Source: an optimization exercise on an open RTL-to-GDS flow (aim: small area). Production flows keep margins and buffers that such runs may drop. Function was checked by simulation only, so behaviour that the tests miss may differ from the original.

===== design/flow/design.v =====
`timescale 1ns / 1ps
module iteration_rot #(parameter N = 31,M=31) (
input signed [N:0] a,
input signed [N:0] b,
input  [3:0]shift,
input [M:0] inangle,
input [M:0] microangle,
input [M:0] dec_angle ,
input clk,
output  reg signed [N:0] ox,
output  reg signed [N:0] oy,
output reg [M:0] outangle
) ;
always @ (posedge clk)
 begin
  if (dec_angle < inangle)
   begin
    ox <= a + (b >>> shift);
    oy <= b - (a >>> shift);
    outangle <= dec_angle + microangle;
  end 
  else begin
    ox <= a - (b >>> shift);
    oy <= b + (a >>> shift);
    outangle <= dec_angle - microangle;
  end
end
endmodule
`timescale 1ns / 1ps
module iteration_vector #(parameter N = 31,M=31) (
input signed [N:0] a,
input signed [N:0] b,
input  [3:0]shift,
input [M:0] microangle,
input [M:0] dec_angle ,
input clk,
output  reg signed [N:0] ox,
output  reg signed [N:0] oy,
output reg [M:0] outangle
) ;
always @ (posedge clk)
 begin
  if ( b  >= 0  )
   begin
    ox <= a + (b >>> shift);
    oy <= b - (a >>> shift);
    outangle <= dec_angle + microangle;
  end 
  else begin
    ox <= a - (b >>> shift);
    oy <= b + (a >>> shift);
    outangle <= dec_angle - microangle;
  end
end
endmodule
`timescale 1ns / 1ps
module Rotation #(parameter N = 31,cos=26'b000000010_0110_1101_1101_0100,M=31) (
        input signed [N:0] x0,
        input signed [N:0] y0,
        input [M:0] inangle,
        input clk,
        input rst,
        output  signed  [N:0] xf,
        output  signed  [N:0] yf,
        output   [M:0]  output_angle
    );
    reg signed [N:0] xfr,yfr;
    wire  [3:0] shift;
    wire  [M:0] microangle;
    wire  signed [N:0] ox0,ox1,ox2,ox3,ox4,ox5,ox6,ox7,ox8,ox9,ox10,ox11,ox12,ox13,ox14,ox15 ;
    wire  signed [N:0] oy0,oy1,oy2,oy3,oy4,oy5,oy6,oy7,oy8,oy9,oy10,oy11,oy12,oy13,oy14,oy15 ;
    wire  [M:0] outangle0 ,outangle1 ,outangle2 ,outangle3 ,outangle4 ,outangle5 ,outangle6 ,outangle7, outangle8,outangle9,outangle10,outangle11;
    wire  [M:0] outangle12,outangle13,outangle14,outangle15 ;
    wire  [M:0] dec_angle;
    reg  [M:0] output_angle_it;
    reg signed  [N:0] xf1;
    reg signed  [N:0] yf1;
    reg [M:0]  output_angle1;
    iteration_rot Rot0( .a(x0) , .b(y0) , .shift(4'd0), .inangle(inangle), .dec_angle(32'h0), .microangle(32'h02D_00000), .clk(clk), .ox(ox0),.oy(oy0), .outangle(outangle0) );
    iteration_rot Rot1( .a(ox0), .b(oy0), .shift(4'd1), .inangle(inangle), .dec_angle(outangle0) , .microangle( 32'h01A_90A30 ), .clk(clk), .ox(ox1),.oy(oy1), .outangle(outangle1));
    iteration_rot Rot2( .a(ox1), .b(oy1), .shift(4'd2), .inangle(inangle), .dec_angle(outangle1) , .microangle( 32'h00E_09470 ), .clk(clk), .ox(ox2),.oy(oy2), .outangle(outangle2));
    iteration_rot Rot3( .a(ox2) ,.b(oy2), .shift(4'd3), .inangle(inangle), .dec_angle(outangle2) , .microangle( 32'h007_2000A ), .clk(clk), .ox(ox3),.oy(oy3), .outangle(outangle3));
    iteration_rot Rot4( .a(ox3), .b(oy3), .shift(4'd4), .inangle(inangle), .dec_angle(outangle3) , .microangle( 32'h003_938AA ), .clk(clk), .ox(ox4),.oy(oy4), .outangle(outangle4));
    iteration_rot Rot5( .a(ox4), .b(oy4), .shift(4'd5), .inangle(inangle), .dec_angle(outangle4) , .microangle( 32'h001_CA379 ), .clk(clk), .ox(ox5),.oy(oy5), .outangle(outangle5));
    iteration_rot Rot6( .a(ox5), .b(oy5), .shift(4'd6), .inangle(inangle), .dec_angle(outangle5) , .microangle( 32'h000_E52A1 ), .clk(clk), .ox(ox6),.oy(oy6), .outangle(outangle6));
    iteration_rot Rot7( .a(ox6), .b(oy6), .shift(4'd7), .inangle(inangle), .dec_angle(outangle6) , .microangle( 32'h000_7296D ), .clk(clk), .ox(ox7),.oy(oy7), .outangle(outangle7));
    iteration_rot Rot8 ( .a(ox7),  .b(oy7),   .shift(4'd8),  .inangle(inangle), .dec_angle(outangle7)  , .microangle( 32'h000_394BA ), .clk(clk), .ox(ox8), .oy(oy8),   .outangle(outangle8));
    iteration_rot Rot9 ( .a(ox8),  .b(oy8),   .shift(4'd9),  .inangle(inangle), .dec_angle(outangle8)  , .microangle( 32'h000_1CA5D ), .clk(clk), .ox(ox9), .oy(oy9),   .outangle(outangle9));
    iteration_rot Rot10( .a(ox9),  .b(oy9),   .shift(4'd10), .inangle(inangle), .dec_angle(outangle9)  , .microangle( 32'h000_0E52E ), .clk(clk), .ox(ox10), .oy(oy10), .outangle(outangle10));
   iteration_rot Rot11( .a(ox10), .b(oy10),  .shift(4'd11), .inangle(inangle), .dec_angle(outangle10) , .microangle(  32'h000_07297 ), .clk(clk), .ox(ox11), .oy(oy11), .outangle(outangle11));
   iteration_rot Rot12( .a(ox11), .b(oy11),  .shift(4'd12), .inangle(inangle), .dec_angle(outangle11) , .microangle(  32'h000_0394B ), .clk(clk), .ox(ox12), .oy(oy12), .outangle(outangle12));
    iteration_rot Rot13( .a(ox12), .b(oy12), .shift(4'd13), .inangle(inangle), .dec_angle(outangle12) , .microangle( 32'h000_01CA5 ), .clk(clk), .ox(ox13),.oy(oy13), .outangle(outangle13));
    iteration_rot Rot14( .a(ox13), .b(oy13), .shift(4'd14), .inangle(inangle), .dec_angle(outangle13) , .microangle( 32'h000_00E52 ), .clk(clk), .ox(ox14),.oy(oy14), .outangle(outangle14));
    iteration_rot Rot15( .a(ox14), .b(oy14), .shift(4'd15), .inangle(inangle), .dec_angle(outangle14) , .microangle( 32'h000_00729 ), .clk(clk), .ox(ox15),.oy(oy15), .outangle(outangle15));
always @(posedge clk ) begin
  if ((!rst) ||  ((x0==0)&&(y0==0)) )
     begin  
        xf1 <= 0;
        yf1 <= 0;
        output_angle1 <= 0;
    end 
    else if (inangle==0)
    begin
       xf1 <= x0;
       yf1 <= y0;
   end
    else 
    begin  
        xf1 <= (ox15 >>> 1) + (ox15 >>> 3) + (ox15 >>> 6) - (ox15 >>> 5) - (ox15 >>> 9);
        yf1 <= (oy15 >>>1) +  (oy15 >>>3) +  (oy15 >>>6) -  (oy15 >>> 5) - (oy15 >>>9);
        output_angle1 <= outangle15;
    end
end
assign xf = xf1;
assign yf = yf1;
assign output_angle = output_angle1;
endmodule
`timescale 1ns / 1ps
module vectoring #(parameter N = 31,cos=26'b000000010_0110_1101_1101_0100,M=31) (
        input signed [N:0] x0,
        input signed [N:0] y0,
        input clk,
        input rst,
        output   signed  [N:0] xf,
        output   signed  [N:0] yf,
        output   [M:0]  output_angle
    );
    wire  [3:0] shift;
    wire  [M:0] microangle;
    wire  signed [N:0] ox0,ox1,ox2,ox3,ox4,ox5,ox6,ox7,ox8,ox9,ox10,ox11,ox12,ox13,ox14,ox15 ;
    wire  signed [N:0] oy0,oy1,oy2,oy3,oy4,oy5,oy6,oy7,oy8,oy9,oy10,oy11,oy12,oy13,oy14,oy15 ;
    wire  [M:0] outangle0 ,outangle1 ,outangle2 ,outangle3 ,outangle4 ,outangle5 ,outangle6 ,outangle7, outangle8,outangle9,outangle10,outangle11;
    wire  [M:0] outangle12,outangle13,outangle14,outangle15 ;
    wire  [M:0] dec_angle;
    reg signed  [N:0] xf1;
    reg signed  [N:0] yf1;
    reg [M:0]  output_angle1;
     iteration_vector Vec0( .a(x0) , .b(y0) , .shift(4'd0),  .dec_angle(32'h0)     , .microangle(32'h02D_00000), .clk(clk), .ox(ox0),.oy(oy0), .outangle(outangle0) );
     iteration_vector Vec1( .a(ox0), .b(oy0), .shift(4'd1),  .dec_angle(outangle0) , .microangle(32'h01A_90A30), .clk(clk), .ox(ox1),.oy(oy1), .outangle(outangle1));
     iteration_vector Vec2( .a(ox1), .b(oy1), .shift(4'd2),  .dec_angle(outangle1) , .microangle(32'h00E_09470), .clk(clk), .ox(ox2),.oy(oy2), .outangle(outangle2));
     iteration_vector Vec3( .a(ox2) ,.b(oy2), .shift(4'd3),  .dec_angle(outangle2) ,.microangle( 32'h007_2000A ), .clk(clk), .ox(ox3),.oy(oy3), .outangle(outangle3));
     iteration_vector Vec4( .a(ox3), .b(oy3), .shift(4'd4),  .dec_angle(outangle3) , .microangle( 32'h003_938AA ),.clk(clk), .ox(ox4),.oy(oy4), .outangle(outangle4));
     iteration_vector Vec5( .a(ox4), .b(oy4), .shift(4'd5),  .dec_angle(outangle4) , .microangle( 32'h001_CA379 ),.clk(clk), .ox(ox5),.oy(oy5), .outangle(outangle5));
     iteration_vector Vec6( .a(ox5), .b(oy5), .shift(4'd6),  .dec_angle(outangle5) , .microangle( 32'h000_E52A1 ), .clk(clk), .ox(ox6),.oy(oy6), .outangle(outangle6));
     iteration_vector Vec7( .a(ox6), .b(oy6), .shift(4'd7), .dec_angle(outangle6) , .microangle( 32'h000_7296D ),.clk(clk), .ox(ox7),.oy(oy7), .outangle(outangle7));
     iteration_vector Vec8 ( .a(ox7),  .b(oy7),   .shift(4'd8),  .dec_angle(outangle7)  , .microangle( 32'h000_394BA ), .clk(clk), .ox(ox8), .oy(oy8),   .outangle(outangle8));
     iteration_vector Vec9 ( .a(ox8),  .b(oy8),   .shift(4'd9),  .dec_angle(outangle8)  , .microangle( 32'h000_1CA5D ), .clk(clk), .ox(ox9), .oy(oy9),   .outangle(outangle9));
     iteration_vector Vec10( .a(ox9),  .b(oy9),   .shift(4'd10), .dec_angle(outangle9)  , .microangle( 32'h000_0E52E ), .clk(clk), .ox(ox10), .oy(oy10), .outangle(outangle10));
     iteration_vector Vec11( .a(ox10), .b(oy10),  .shift(4'd11),  .dec_angle(outangle10) , .microangle(  32'h000_07297 ), .clk(clk), .ox(ox11), .oy(oy11), .outangle(outangle11));
     iteration_vector Vec12( .a(ox11), .b(oy11),  .shift(4'd12),  .dec_angle(outangle11) , .microangle(  32'h000_0394B ), .clk(clk), .ox(ox12), .oy(oy12), .outangle(outangle12));
     iteration_vector Vec13( .a(ox12), .b(oy12), .shift(4'd13),  .dec_angle(outangle12) , .microangle( 32'h000_01CA5 ), .clk(clk), .ox(ox13),.oy(oy13), .outangle(outangle13));
     iteration_vector Vec14( .a(ox13), .b(oy13), .shift(4'd14),  .dec_angle(outangle13) , .microangle( 32'h000_00E52 ), .clk(clk), .ox(ox14),.oy(oy14), .outangle(outangle14));
     iteration_vector Vec15( .a(ox14), .b(oy14), .shift(4'd15),  .dec_angle(outangle14) , .microangle( 32'h000_00729 ), .clk(clk), .ox(ox15),.oy(oy15), .outangle(outangle15));
always @(posedge clk) begin
    if ((!rst) ||  ((x0==0)&&(y0==0))   )
     begin  
        xf1 <= 0;
        yf1 <= 0;
        output_angle1 <= 0;
    end 
    else if (y0==0)  
     begin  
        xf1 <= x0;
        yf1 <= 0;
        output_angle1 <= 0;
    end 
    else 
    begin  
        xf1 <= (ox15 >>> 1) + (ox15 >>> 3) + (ox15 >>> 6) - (ox15 >>> 5) - (ox15 >>> 9);
        yf1 <= (oy15 >>> 1) + (oy15 >>>3) +  (oy15 >>>6) -  (oy15 >>> 5) - (oy15 >>>9);
        output_angle1 <= outangle15;
    end
end
   assign xf = xf1;
   assign yf = yf1;
  assign output_angle = output_angle1;
endmodule
`timescale 1ns / 1ps
module top_module #(parameter N = 31,M=31) (
        input signed [N:0] a,
        input signed [N:0] b,
        input signed [N:0] p,
        input signed [N:0] q,
        input clk,
        input rst,rst1,
        output   signed  [N:0] af,
        output   signed  [N:0] bf,
        output   signed  [N:0] pf,
        output   signed  [N:0] qf,
        output  [M:0]  output_angle_vec,
        output  [M:0]  output_angle_rot
    );
    vectoring DUT (  .x0(a),.y0(b), .clk(clk), .rst(rst) , .xf(af), .yf(bf),  .output_angle(output_angle_vec) );
    Rotation  UUT (  .x0(p),.y0(q), .clk(clk), .rst(rst1) , .xf(pf),.yf(qf), .output_angle(output_angle_rot),.inangle(output_angle_vec) );
endmodule

===== design/flow/config.mk =====
export PLATFORM = sky130hd
export DESIGN_NAME = top_module
export DESIGN_NICKNAME = top_module
export VERILOG_FILES = /design/flow/design.v
export SDC_FILE = /design/flow/constraint.sdc
export NUM_CORES = 4
export LEC_CHECK = 0
export CAP_MARGIN = 20
export CORE_MARGIN = 2
export CORE_UTILIZATION = 40
export PLACE_DENSITY = 0.6
export SLEW_MARGIN = 20

===== design/flow/run.sh =====
#!/bin/bash
# synth_recipe.tcl (not shown) runs the flow's synth.tcl, then flattens the netlist and writes it again
# the make line also repeats each setting of config.mk as NAME=value (left out here)
make -C /OpenROAD-flow-scripts/flow DESIGN_CONFIG=/design/flow/config.mk WORK_HOME=/design/flow/orfs CLKGATE_MAP_FILE= SYNTH_SCRIPT=/design/flow/synth_recipe.tcl finish

===== design/flow/constraint.sdc =====
create_clock -name core_clock -period 8.0 [get_ports {clk}]
set_input_delay 1.6000 -clock core_clock [delete_from_list [all_inputs] [get_ports {clk}]]
set_output_delay 1.6000 -clock core_clock [all_outputs]
set_load 0.01 [all_outputs]

==> results.ini <==
[outcome]
status = timing/DRC/antenna clean

[yosys]
synth_cell_types = 89
yosys.area.top_type = dfxtp_1
async_flop_share = 0
synth_ff_type = dfxtp_1
syn_area_per_cell_um2 = 8.514
ys_seq_area_frac = 0.2488
syn_inst = 29450
yosysWarnings = 4
synth-seq-cells = 3116
syn_area_mm2 = 0.2508
synth_edf_count = 0
synthTopCellsByArea = dfxtp_1 25%, ha_1 17%, xnor2_1 9.1%
synth.top_cell.area_share = 0.2488

[worst_hold_path]
holdPathEnd = DUT.Vec8.outangle[1]
hold_path_depth = 1
hold_start = DUT.Vec7.outangle[1]
min_path_type = reg -> reg

[placed_design]
dp_slack_ns = 1.062
gp_congestion = 0.9407
dpl.hpwl_um = 614700
io_buffers = 320

[timing]
fin_crit_ns = 7.151
hold_viol = 0
setup_violations = 0
rsz0062_at_grt = no
fin_hold_ws_ns = 0.4239
worst_slew_pin_slew_ns = 1.124
fin_skew_ns = 0.05193
period_share = 0.8939
slew_headroom = 0.2407
setup_ws_ns = 0.8486
drv_slew = 0
max_freq_mhz = 139.8
fin_setup_tns_ns = 0

[die]
row_count = 290
start_util = 0.4018
design.die.area_mm2 = 0.6333
core_area_mm2 = 0.6241
die_w_um = 795.8
die_y_um = 795.8
ios = 323

[grt]
track_usage = 0.2271
met2_usage = 0.3958
grt_pass1_wl_um = 1165000
grt_max_degree = 124
antenna_found_initial = 19
top_usage_layer = met2
grt_overflow = 0
grt_use_met3 = 0.02457
grt_pass1_vias = 205100
met1_usage = 0.2920

[clocking]
cts-root-buf = clkbuf_16
cts_hold_buf = 0
htreeDepth = 5
clock_path_buffers = 4
cts.clk_slew.worst_paths_ns = 0.06
cts_tree = done
cts_buffers = 364
cts.sinks = 3116
cts_resized = 0
insertion_delay_ns = 1.03
cts_setup_buffers = 0

[layout]
fin_nets = 34010
area_growth_syn_to_layout_pct = 10.62
multi_input_area_mm2 = 0.1798
regArea_mm2 = 0.06240
fillers = 61710
final_common_cell = ha_1
final_cell_mix = 3488 x ha_1, 3101 x dfxtp_1, 2630 x a21oi_1, 2615 x xnor2_1, 2007 x nor2_1
drive_gt1_frac = 0.03735

[run]
maxCapViolations = 0

[critical_path]
end_kind = register
crit_fanout = 12
path_common_cell = o21ai_0
r2r_end = UUT.Rot11.oy[31]
r2r_start = DUT.output_angle1[6]
cp_slowest_cell = a2111oi_0
max_stage_delay_ns = 0.65
crit_required_ns = 8.89
cp_cell_sequence = inv_1 -> buf_4 -> ha_1 -> a21o_1 -> a21oi_1 -> o21ai_0 -> a31oi_1 -> o21ai_0 -> a21oi_1 -> o21a_2 -> clkinv_1 -> nor2_1 -> xor2_1 -> ha_1 -> or3_1 -> o21ai_0 -> o21ai_0 -> a2111oi_0 -> o31ai_1 -> a31oi_1 -> o221ai_1 -> a21oi_1 -> xnor2_1
cp.buffers_inverters = 3
regToRegSetupSlack_ns = 0.85
worstPathArrival_ns = 8.04
path_class = reg -> reg
rr_worst_depth = 23
startpoint_type = register
critPathTopFamily = compound AO/OA/AOI/OAI gates

[detailed_routing]
vias_per_cell = 5.516
via_count = 213000
wl_um = 752500
wire_per_inst_um = 19.49
drt-initial-drc-count = 14800
ant_nets = 0
drc_errors = 0
firstDrtPassIters = 8

worst max path at each step:
| stage | startpoint | end | cells past startpoint |
|---|---|---|---|
| global route | DUT.output_angle1[6] | UUT.Rot11.oy[31] | 23 |
| global placement | DUT.output_angle1[6] | UUT.Rot11.oy[31] | 23 |
| finish | DUT.output_angle1[6] | UUT.Rot11.oy[31] | 23 |
| detailed placement | DUT.output_angle1[6] | UUT.Rot11.oy[31] | 23 |
| CTS | DUT.output_angle1[6] | UUT.Rot11.oy[31] | 23 |
| floorplan | DUT.output_angle1[2] | UUT.Rot13.oy[31] | 25 |
kinds of logic (layout without fill, tap and decap cells):
logic type | count (synthesis) | count (layout) | share of synthesized area
buffers and inverters | 2403 | 3124 | 0.03602
muxes | 181 | 181 | 0.007489
AOI/OAI and AO/OA | 8749 | 8749 | 0.2233
DFF | 3116 | 3116 | 0.2488
and+or+nand+nor | 7134 | 7134 | 0.1385
other | 1 | 123 | 0.00001495
xor gates and xnor gates | 3958 | 3958 | 0.1382
adders and majority gates | 3909 | 3909 | 0.2076
synthesized netlist by cell type (253+ instances only):
master and instances:
a21o_1 1520, a21oi_1 2631, and3_1 262, clkbuf_1 368, dfxtp_1 3116, fa_1 421, ha_1 3488, inv_1 1955
nand2_1 1735, nand2b_1 485, nand3_1 425, nand4_1 253, nor2_1 2008, nor2b_1 400, nor3_1 511, o21a_1 416
o21ai_0 1689, o21bai_1 390, o31ai_1 428, or3_1 313, xnor2_1 2615, xor2_1 1343
worst reg2reg max path, stage by stage, from the launching register on:
cell and delay [ns]:
dfxtp_1 0.33, inv_1 0.52, buf_4 0.29, ha_1 0.26, a21o_1 0.16, a21oi_1 0.12, o21ai_0 0.11, a31oi_1 0.18
o21ai_0 0.12, a21oi_1 0.33, o21a_2 0.53, clkinv_1 0.51, nor2_1 0.25, xor2_1 0.10, ha_1 0.21, or3_1 0.36
o21ai_0 0.50, o21ai_0 0.38, a2111oi_0 0.65, o31ai_1 0.26, a31oi_1 0.37, o221ai_1 0.19, a21oi_1 0.21, xnor2_1 0.09
metrics by stage:
stage          instances    util  cell area [um2]
2_1_floorplan      29560       -           251200
3_3_place_gp       37920  0.4237           264400
3_5_place_dp       37920  0.4237           264500
4_1_cts            38600  0.4444           277300
5_1_grt            38610  0.4444           277400
6_report           38620  0.4445           277400
area by class of cell:
type / count / share of cell area
diodes: 16 / 0.0001443
multi-input cells: 24040 / 0.6484
clock inverters: 209 / 0.009698
flip-flops and latches: 3116 / 0.2250
inverters: 1967 / 0.02664
well taps: 8322 / 0.03754
repair buffers: 478 / 0.01591
clock buffers: 470 / 0.03676
metal layers:
metal / routed length [um] / up-vias
met5: 66 / -
met4: 27120 / 10
met3: 34700 / 1129
met2: 356600 / 4854
met1: 334000 / 100700
li1: - / 106300

## separate check: timing with driven ports
The results above use ideal ports. As a check the final layout listed here was re-extracted and re-timed, cells and wires unchanged.
Step 1 (the two cells are an assumption about what drives the block):
set clk [get_ports {clk}]
set_driving_cell -lib_cell sky130_fd_sc_hd__clkbuf_16 $clk
set_driving_cell -lib_cell sky130_fd_sc_hd__buf_2 [delete_from_list [all_inputs] $clk]
Step 2 adds t to the input delays and takes it off the output delays; t is the mean of the earliest and latest rising clock arrival at the registers after step 1. Input paths then give back, and output paths get back, about the clock's delay inside the block.
a / b / c = ideal / step 1 / step 2; a / b = the first two.
t, ns: 1.123
setup slack, ns: 0.849 / 0.849 / 0.849
latest minus earliest clock arrival (ns): 0.053 / 0.053
worst register clock-pin slew, ns: 0.07 / 0.07
cell pins on the clock port's net: 1
After both steps setup and hold are still met in this run. The setup slack of this run moves by 0.000 ns with the drivers and by 0.000 ns with both steps.
